This is an optimization exercise on Yosys and OpenROAD, whose aim is small area, not a production implementation. The RTL was checked by simulation tests, not by an equivalence proof against the original design. Power is estimated from default activity; no workload was simulated.

== try-xenon ==
==> flow/design.v (excerpt) <==
module mem_elwro_sram(
	input clk,
	input rst,
	input reset,
	output reset_hold,
	output ram_ce, ram_oe, ram_we,
	output [17:0] ram_a,
	input [15:0] ram_d_in,
	output [15:0] ram_d_out,
	input [0:3] nb,
	input [0:15] ad,
	output [0:15] ddt,
	input [0:15] rdt,
	input w, r, s,
	output ok
);
	wire [0:7] cfg_page = { rdt[12:15], rdt[0:3] };
	wire [0:7] cfg_frame = { ad[11:14], 1'b0, ad[8:10] };
	wire [0:7] page = { nb, ad[0:3] };
	wire [4:0] frame;	 
	wire cfgok;
	wire pvalid;
	memcfg MEMCFG(
		.clk(clk),
		.rst(rst),
		.reset(reset),
		.reset_hold(reset_hold),
		.s(s & ad[15]),
		.cfg_page(cfg_page),
		.cfg_frame(cfg_frame),
		.page(page),
		.frame(frame),
		.cfgok(cfgok),
		.pvalid(pvalid)
	);
	localparam IDLE	= 2'd0;
	localparam MAP	= 2'd1;
	localparam OK1	= 2'd2;
	localparam OK2	= 2'd3;
	reg [1:0] state;
	wire rw = r | w;
	always @ (posedge clk) begin
		if (rst) state <= IDLE;
		else case (state)
			IDLE:
				if (rw) state <= MAP;
			MAP:
				if (pvalid) state <= OK1;
				else state <= IDLE;
			OK1:
				state <= OK2;
			OK2:
				if (~rw) state <= IDLE;
		endcase
	end
	wire we = w & (state == OK1);
	wire rwok = rw & state[1];
	assign ok = rwok | cfgok;
	assign ddt = r ? ram_d_in : 16'h0000;
	assign ram_ce = 1;
	assign ram_we = we;
	assign ram_oe = 1;  
	assign ram_a[17:0] = { frame[4:3], 1'b0, frame[2:0], ad[4:15] };
	assign ram_d_out = rdt;
endmodule
export LEC_CHECK = 0
export CAP_MARGIN = 30
export CORE_MARGIN = 2
export CORE_UTILIZATION = 40
export CTS_BUF_LIST = sky130_fd_sc_hd__clkbuf_16
export CTS_CLUSTER_DIAMETER = 50
export CTS_CLUSTER_SIZE = 20
export SLEW_MARGIN = 45
export SYNTH_HIERARCHICAL = 1
export SYNTH_MINIMUM_KEEP_SIZE = 0
create_clock -name core_clock -period 10.0 [get_ports {clk}]
run.sh (not shown) runs the stock make flow with config.mk's settings and CLKGATE_MAP_FILE= SYNTH_SCRIPT=/design/flow/synth_recipe.tcl, a recipe that flattens the netlist after the stock synthesis.
try-xenon has completed all stages; timing, DRC and antenna checks passed.
Modified inputs, try-maple compared to try-xenon
Settings: CTS_BUF_LIST no longer set, was sky130_fd_sc_hd__clkbuf_16; CTS_CLUSTER_DIAMETER no longer set, was 50; PLACE_DENSITY now 0.8, previously not set; CORE_UTILIZATION now 60, was 40; CTS_CLUSTER_SIZE no longer set, was 20.
==> flow/flow/run.sh (new file) <==
#!/bin/bash
# The standard layout (standard.sh, with its own synthesis), with two changes:
# - the clock tree uses small clusters of sinks per clkbuf_8 and no dummy loads,
# - the port buffers are buf_1 cells.
# make's full output goes to make.log; each ORFS step keeps its own log under orfs/logs/.
set -euo pipefail
bash standard.sh \
  "CTS_ARGS=-sink_clustering_enable -repair_clock_nets -dont_use_dummy_load -sink_clustering_size 16 -sink_clustering_max_diameter 50 -buf_list sky130_fd_sc_hd__clkbuf_8" \
  "BUFFER_PORTS_ARGS=-buffer_cell sky130_fd_sc_hd__buf_1" \
  finish > make.log 2>&1
==> flow/standard.sh (new file) <==
#!/bin/bash
# synth_recipe.tcl (not shown) runs the flow's synth.tcl, then flattens the netlist and writes it again
# the make line also repeats each setting of config.mk as NAME=value (left out here)
make -C /OpenROAD-flow-scripts/flow DESIGN_CONFIG=/design/flow/config.mk WORK_HOME=/design/flow/orfs CLKGATE_MAP_FILE= SYNTH_SCRIPT=/design/flow/synth_recipe.tcl "${@:-finish}"
removed: flow/run.sh
### Flow results
try-xenon → try-maple: met2 usage up 15 points; layout filler cell count down 44%; non-clock buffer count down 46. Summary of the comparison: proportion of power drawn by combinational gates is higher in try-maple, relative to try-xenon. Against try-xenon, try-maple comes in 8.8 points lower on growth of design area from synthesis to finish. Pin count of the biggest net entering global routing: try-xenon vs try-maple identical. The data required time of the worst path of try-maple is higher than that of try-xenon. Overall routing resource usage: try-xenon and try-maple compared, higher one is try-maple.
For try-tundra, these inputs were changed with respect to try-maple:
Settings: PLACE_DENSITY no longer set, was 0.8; CORE_UTILIZATION now 40, was 60.
diff --git a/flow/flow/run.sh b/flow/flow/run.sh
--- a/flow/flow/run.sh
+++ b/flow/flow/run.sh
@@ -6,5 +6,5 @@
 set -euo pipefail
 bash standard.sh \
-  "CTS_ARGS=-sink_clustering_enable -repair_clock_nets -dont_use_dummy_load -sink_clustering_size 16 -sink_clustering_max_diameter 50 -buf_list sky130_fd_sc_hd__clkbuf_8" \
+  "CTS_ARGS=-sink_clustering_enable -repair_clock_nets -dont_use_dummy_load -sink_clustering_size 12 -sink_clustering_max_diameter 40 -buf_list sky130_fd_sc_hd__clkbuf_8" \
   "BUFFER_PORTS_ARGS=-buffer_cell sky130_fd_sc_hd__buf_1" \
   finish > make.log 2>&1
### Flow results
try-tundra ended with less share of cell area taken by multi-input logic gates than try-maple.
Higher number of antenna violations at the first check in global routing was reported by try-maple, not try-tundra.
Re global-route wire length before repair: try-maple was lower than try-tundra.
There was hardly any difference in clock input transition at the sequential cells of the worst setup and hold paths between try-tundra and try-maple.
On minimum clock period: between try-tundra and try-maple, it ends up higher for try-maple.
Compared with try-maple, try-tundra shows a higher y dimension of the die.
Input changes introduced in try-garnet (baseline for comparison: try-tundra):
Settings: CORE_UTILIZATION: 40 -> 60; SLEW_MARGIN: 45 -> 20; PLACE_DENSITY: unset -> 0.8; CAP_MARGIN: 30 -> 20.
diff --git a/flow/flow/run.sh b/flow/flow/run.sh
--- a/flow/flow/run.sh
+++ b/flow/flow/run.sh
@@ -6,5 +6,5 @@
 set -euo pipefail
 bash standard.sh \
-  "CTS_ARGS=-sink_clustering_enable -repair_clock_nets -dont_use_dummy_load -sink_clustering_size 12 -sink_clustering_max_diameter 40 -buf_list sky130_fd_sc_hd__clkbuf_8" \
+  "CTS_ARGS=-sink_clustering_enable -repair_clock_nets -dont_use_dummy_load -sink_clustering_size 16 -sink_clustering_max_diameter 50 -buf_list sky130_fd_sc_hd__clkbuf_8" \
   "BUFFER_PORTS_ARGS=-buffer_cell sky130_fd_sc_hd__buf_1" \
   finish > make.log 2>&1
==> comparison <==
try-garnet against try-tundra: number of well taps lost 552; post-detailed-route wirelength per cell has increased; clock network latency to the later pin of the worst-skew pair decreased 0.09 ns; total via count in the routed design has increased. In the metrics for try-garnet and try-tundra, the one carrying the lower count of clock-buffer cells in the layout is try-garnet. Relative to try-tundra, the die area of try-garnet is lower by 33%. Between try-tundra and try-garnet, the cell count went down. Summed area of non-filler cells in the final layout, try-garnet and try-tundra: lower on try-garnet. In terms of sequential share of the synthesized area, try-garnet and try-tundra differ only marginally. Against try-tundra as the reference, try-garnet delivers a higher utilization.

---

Setup of sierra:
The RTL this note starts from:
==> flow/design.v <==
module memcfg(
	input clk,
	input rst,
	input reset,
	output reset_hold,
	input s,
	input [0:7] cfg_page,
	input [0:7] cfg_frame,
	input [0:7] page,
	output reg cfgok,
	output [4:0] frame,
	output pvalid
);
	reg [0:7] addr;
	always @ (*) begin
		case ({reset, s})
			2'b00: addr = page;			 
			2'b01: addr = cfg_page;	 
			2'b10: addr = clr_cnt;	 
			2'b11: addr = clr_cnt;	 
		endcase
	end
	wire [5:0] grp = addr[0:5];
	wire [1:0] sub = addr[6:7];
	reg map_wr;
	wire [20:0] wcode, wcode0;	 
	wire [7:0] pa, pb;
	genvar gi, bi;
	generate for (gi=0 ; gi<8 ; gi=gi+1) begin: pre
		assign pa[gi] = rst | (grp[5:3] == gi);
		assign pb[gi] = rst | (grp[2:0] == gi);
	end endgenerate
	wire wr = map_wr | rst;
	wire [20:0] nwcode = ~wcode;
	wire [20:0] wq [0:3];
	generate for (gi=0 ; gi<4 ; gi=gi+1) begin: wdrv
		for (bi=0 ; bi<21 ; bi=bi+1) begin: b
			map_inv u(.a(nwcode[bi]), .y(wq[gi][bi]));
		end
	end endgenerate
	wire [63:0] sel, hd, ld;
	wire [20:0] q [0:63];
	generate for (gi=0 ; gi<64 ; gi=gi+1) begin: row
		wire nsel;
		map_nand2 u_ns(.a(pa[gi/8]), .b(pb[gi%8]), .y(nsel));
		map_inv u_s(.a(nsel), .y(sel[gi]));
		map_nand2 u_h(.a(sel[gi]), .b(wr), .y(hd[gi]));
		map_inv u_l(.a(hd[gi]), .y(ld[gi]));
		wire [20:0] d = (gi == 0) ? wcode0 : wq[gi/16];
		for (bi=0 ; bi<21 ; bi=bi+1) begin: b
			map_bit u(.clk(clk), .h(hd[gi]), .l(ld[gi]), .d(d[bi]), .q(q[gi][bi]));
		end
	end endgenerate
	wire [21:0] rdn [0:20];
	generate for (bi=0 ; bi<21 ; bi=bi+1) begin: rd
		for (gi=0 ; gi<21 ; gi=gi+1) begin: t
			map_aoi222 u(
				.a1(sel[3*gi]), .a2(q[3*gi][bi]),
				.b1(sel[3*gi+1]), .b2(q[3*gi+1][bi]),
				.c1(sel[3*gi+2]), .c2(q[3*gi+2][bi]),
				.y(rdn[bi][gi]));
		end
		assign rdn[bi][21] = ~(sel[63] & q[63][bi]);
	end endgenerate
	wire [20:0] code;
	generate for (bi=0 ; bi<21 ; bi=bi+1) begin: rdo
		assign code[bi] = ~&rdn[bi];
	end endgenerate
	wire ce = code[20];
	wire [3:0] m = code[3:0];
	wire [4:0] f0 = code[4:0];
	wire [4:0] f1 = code[9:5];
	wire [4:0] f2 = code[14:10];
	wire [4:0] f3 = code[19:15];
	wire [3:0] hi = ce ? m : 4'd0;
	wire [4:0] d0 = ~ce ? f0 : m[0] ? 5'd0 : m[1] ? f1 : m[2] ? f2 : f3;
	wire [4:0] d1 = hi[1] ? 5'd0 : f1;
	wire [4:0] d2 = hi[2] ? 5'd0 : f2;
	wire [4:0] d3 = hi[3] ? 5'd0 : f3;
	reg [4:0] rd_d;
	always @ (*) begin
		case (sub)
			2'd0: rd_d = d0;
			2'd1: rd_d = d1;
			2'd2: rd_d = d2;
			2'd3: rd_d = d3;
		endcase
	end
	wire rd_nz = hi[sub] | (|rd_d);
	reg frame_clear;
	wire [4:0] wd = {cfg_frame[2:3], cfg_frame[5:7]} & {5{frame_clear}};
	wire wnz = frame_clear & (|cfg_frame);
	wire whi = wnz & ~(|wd);
	wire [3:0] nhi = {sub == 2'd3 ? whi : hi[3], sub == 2'd2 ? whi : hi[2], sub == 2'd1 ? whi : hi[1], sub == 2'd0 ? whi : hi[0]};
	wire [4:0] n0 = sub == 2'd0 ? wd : d0;
	wire [4:0] n1 = sub == 2'd1 ? wd : d1;
	wire [4:0] n2 = sub == 2'd2 ? wd : d2;
	wire [4:0] n3 = sub == 2'd3 ? wd : d3;
	wire ne = |nhi;
	wire [4:0] n0m = nhi[0] ? 5'd0 : n0;
	wire [20:0] ncode = ~ne ? {1'b0, n3, n2, n1, n0} : {
		1'b1,
		nhi[3] & ~nhi[2] & ~nhi[1] ? n0m : n3,
		nhi[2] & ~nhi[1] ? n0m : n2,
		nhi[1] ? n0m : n1,
		1'b0, nhi
	};
	assign wcode = rst ? 21'd0 : ncode;
	assign wcode0 = rst ? 21'h000020 : ncode;
	reg [4:0] fd;
	reg fnz;
	always @ (posedge clk) begin
		if (rst) begin
			fd <= 5'd0;
			fnz <= 1'b0;
		end else if (map_wr) begin
			fd <= wd;
			fnz <= wnz;
		end else begin
			fd <= rd_d;
			fnz <= rd_nz;
		end
	end
	assign frame = fd;
	assign pvalid = (addr[0:6] == 7'd0) || fnz;
	wire frame_addr_valid = ~cfg_frame[0] & ~cfg_frame[1];
	wire cfg_cmd_valid = s && (cfg_page[0:6] != 7'd0) && frame_addr_valid;
	localparam CIDLE	= 3'd0;
	localparam CCFG		= 3'd1;
	localparam COK		= 3'd2;
	localparam RESET	= 3'd3;
	localparam CLEAR	= 3'd4;
	reg [2:0] cstate;
	reg [7:0] clr_cnt;
	assign reset_hold = (cstate == CLEAR) | (cstate == RESET);
	always @ (posedge clk) begin
		if (rst) begin
			cstate <= CIDLE;
			map_wr <= 0;
			cfgok <= 0;
			clr_cnt <= 8'd0;
			frame_clear <= 1'b0;
		end else if (reset & ~reset_hold) cstate <= RESET;
		else case (cstate)
			CIDLE: begin
				frame_clear <= 1'b1;
				if (cfg_cmd_valid) begin
					map_wr <= 1;
					cstate <= CCFG;
				end
			end
			CCFG: begin
				map_wr <= 0;
				cfgok <= 1;
				cstate <= COK;
			end
			COK: begin
				if (~s) begin
					cfgok <= 0;
					cstate <= CIDLE;
				end
			end
			RESET: begin
				clr_cnt <= 2;
				map_wr <= 1;
				frame_clear <= 1'b0;
				cstate <= CLEAR;
			end
			CLEAR: begin
				if (clr_cnt == 8'hff) begin
					cstate <= CIDLE;
					map_wr <= 0;
				end else begin
					clr_cnt <= clr_cnt + 1'b1;
				end
			end
		endcase
	end
endmodule
module map_bit(
	input clk,
	input h,
	input l,
	input d,
	output reg q
);
	always @ (posedge clk)
		q <= (q & h) | (d & l);
endmodule
module map_aoi222(
	input a1, a2, b1, b2, c1, c2,
	output y
);
	assign y = ~((a1 & a2) | (b1 & b2) | (c1 & c2));
endmodule
module map_inv(
	input a,
	output y
);
	assign y = ~a;
endmodule
module map_nand2(
	input a, b,
	output y
);
	assign y = ~(a & b);
endmodule
module mem_elwro_sram(
	input clk,
	input rst,
	input reset,
	output reset_hold,
	output ram_ce, ram_oe, ram_we,
	output [17:0] ram_a,
	input [15:0] ram_d_in,
	output [15:0] ram_d_out,
	input [0:3] nb,
	input [0:15] ad,
	output [0:15] ddt,
	input [0:15] rdt,
	input w, r, s,
	output ok
);
	wire [0:7] cfg_page = { rdt[12:15], rdt[0:3] };
	wire [0:7] cfg_frame = { ad[11:14], 1'b0, ad[8:10] };
	wire [0:7] page = { nb, ad[0:3] };
	wire [4:0] frame;	 
	wire cfgok;
	wire pvalid;
	memcfg MEMCFG(
		.clk(clk),
		.rst(rst),
		.reset(reset),
		.reset_hold(reset_hold),
		.s(s & ad[15]),
		.cfg_page(cfg_page),
		.cfg_frame(cfg_frame),
		.page(page),
		.frame(frame),
		.cfgok(cfgok),
		.pvalid(pvalid)
	);
	localparam IDLE	= 2'd0;
	localparam MAP	= 2'd1;
	localparam OK1	= 2'd2;
	localparam OK2	= 2'd3;
	reg [1:0] state;
	wire rw = r | w;
	always @ (posedge clk) begin
		if (rst) state <= IDLE;
		else case (state)
			IDLE:
				if (rw) state <= MAP;
			MAP:
				if (pvalid) state <= OK1;
				else state <= IDLE;
			OK1:
				state <= OK2;
			OK2:
				if (~rw) state <= IDLE;
		endcase
	end
	wire we = w & (state == OK1);
	wire rwok = rw & state[1];
	assign ok = rwok | cfgok;
	assign ddt = r ? ram_d_in : 16'h0000;
	assign ram_ce = 1;
	assign ram_we = we;
	assign ram_oe = 1;  
	assign ram_a[17:0] = { frame[4:3], 1'b0, frame[2:0], ad[4:15] };
	assign ram_d_out = rdt;
endmodule
export LEC_CHECK = 0
export CAP_MARGIN = 20
export CORE_MARGIN = 2
export CORE_UTILIZATION = 60
export PLACE_DENSITY = 0.8
export SLEW_MARGIN = 20
export SYNTH_HIERARCHICAL = 1
export SYNTH_MINIMUM_KEEP_SIZE = 0
create_clock -name core_clock -period 10.0 [get_ports {clk}]
standard.sh (not shown) runs the stock make flow with config.mk's settings and CLKGATE_MAP_FILE= SYNTH_SCRIPT=/design/flow/synth_recipe.tcl, a recipe that flattens the netlist after the stock synthesis.
==> flow/flow/run.sh <==
#!/bin/bash
# The standard layout (standard.sh, with its own synthesis), with three changes:
# - before global placement, flow/drivers.tcl gives the high-fanout inverters
#   and nand2 gates (the map's row and column drivers) a stronger cell,
# - the clock tree uses small clusters of sinks per clkbuf_8 and no dummy loads,
# - the port buffers are buf_1 cells.
# make's full output goes to make.log; each ORFS step keeps its own log under orfs/logs/.
set -euo pipefail
bash standard.sh \
  "PRE_GLOBAL_PLACE_TCL=$PWD/flow/drivers.tcl" \
  "CTS_ARGS=-sink_clustering_enable -repair_clock_nets -dont_use_dummy_load -sink_clustering_size 16 -sink_clustering_max_diameter 50 -buf_list sky130_fd_sc_hd__clkbuf_8" \
  "BUFFER_PORTS_ARGS=-buffer_cell sky130_fd_sc_hd__buf_1" \
  finish > make.log 2>&1
==> flow/flow/drivers.tcl <==
# Before global placement: an inverter that drives many pins (the map's row
# and column drivers) becomes inv_2, which has the same area as inv_1; a nand2
# that does becomes nand2_2.
set db [ord::get_db]
set inv2 [$db findMaster sky130_fd_sc_hd__inv_2]
set nand22 [$db findMaster sky130_fd_sc_hd__nand2_2]
set n_inv 0; set n_nand 0
foreach inst [[ord::get_db_block] getInsts] {
  set m [[$inst getMaster] getName]
  if {$m ne "sky130_fd_sc_hd__inv_1" && $m ne "sky130_fd_sc_hd__clkinv_1" && $m ne "sky130_fd_sc_hd__nand2_1"} continue
  set fo 0
  foreach it [$inst getITerms] {
    if {[$it isOutputSignal] && [$it getNet] ne "NULL"} { set fo [expr {[llength [[$it getNet] getITerms]] - 1}] }
  }
  if {$fo < 12} continue
  if {$m eq "sky130_fd_sc_hd__nand2_1"} { $inst swapMaster $nand22; incr n_nand } else { $inst swapMaster $inv2; incr n_inv }
}
puts "drivers.tcl: $n_inv inverters to inv_2, $n_nand nand2 to nand2_2"
sierra finished every step from synthesis to the final layout, and the layout passed the timing, design-rule and antenna checks.
The inputs of willow differ from those of sierra as listed below.
- SLEW_MARGIN changed from 20 to 45
- CAP_MARGIN changed from 20 to 30
==> flow/flow/run.sh <==
#!/bin/bash
# The standard layout (standard.sh, with its own synthesis), with two changes:
# - the clock tree uses small clusters of sinks per clkbuf_8 and no dummy loads,
# - the port buffers are buf_1 cells.
# make's full output goes to make.log; each ORFS step keeps its own log under orfs/logs/.
set -euo pipefail
bash standard.sh \
  "CTS_ARGS=-sink_clustering_enable -repair_clock_nets -dont_use_dummy_load -sink_clustering_size 12 -sink_clustering_max_diameter 40 -buf_list sky130_fd_sc_hd__clkbuf_8" \
  "BUFFER_PORTS_ARGS=-buffer_cell sky130_fd_sc_hd__buf_1" \
  finish > make.log 2>&1
removed: flow/flow/drivers.tcl
==> comparison <==
willow against sierra; via count is up by a few percent. Summary — internal power consumption, willow relative to sierra: higher, by 4.6%. Destination of the critical timing path: MEMCFG.row[17].b[15].u.q -> sierra, MEMCFG.row[15].b[16].u.q -> willow. Looking at share of the clock period used by the worst path, willow sits 8.0 points above sierra. For post-synthesis instance total, sierra and willow come out practically identical. For sierra, the slowest stage cell on the critical path was a222oi_1, unlike willow, where it was nor4_1.

==> re-timing with driven ports <==
The results above use ideal ports. As a check the final layouts listed here were re-extracted and re-timed, cells and wires unchanged. Step 1 sets driving cells, clkbuf_16 on the clock port and buf_2 on the other inputs (assumed; they add their load-dependent delay and slew). Step 2 adds t to the input delays and takes it off the output delays; t is the mean of the earliest and latest rising clock arrival at the registers after step 1. Input paths then give back, and output paths get back, about the clock's delay inside the block. a / b / c = no drivers / after step 1 / after step 2; a / b = the first two.
| run | t, ns | setup WS [ns] | worst hold slack (ns) | clock arrival spread, ns | slew at the worst register clock pin (ns) |
|---|---|---|---|---|---|
| try-xenon | 0.827 | 0.855 / 0.905 / 0.078 | 0.484 / 0.484 / 0.484 | 0.056 / 0.057 | 0.08 / 0.08 |
| try-maple | 0.853 | 0.773 / 0.813 / -0.040 | 0.485 / 0.485 / 0.485 | 0.112 / 0.112 | 0.11 / 0.11 |
| try-tundra | 0.941 | 1.458 / 1.504 / 0.563 | 0.481 / 0.481 / 0.481 | 0.113 / 0.112 | 0.09 / 0.09 |
| try-garnet | 0.834 | 1.221 / 1.258 / 0.424 | 0.485 / 0.485 / 0.485 | 0.137 / 0.136 | 0.11 / 0.11 |
| sierra | 0.865 | 1.577 / 1.624 / 0.759 | 0.482 / 0.482 / 0.482 | 0.132 / 0.132 | 0.11 / 0.11 |
| willow | 0.877 | 0.775 / 0.821 / -0.057 | 0.483 / 0.483 / 0.483 | 0.129 / 0.129 | 0.09 / 0.09 |
Met with ideal ports but missed after step 2: setup timing in try-maple and willow. For try-tundra, which loses most, drivers alone change the setup slack by +0.046 ns; drivers and shift together by -0.895 ns.
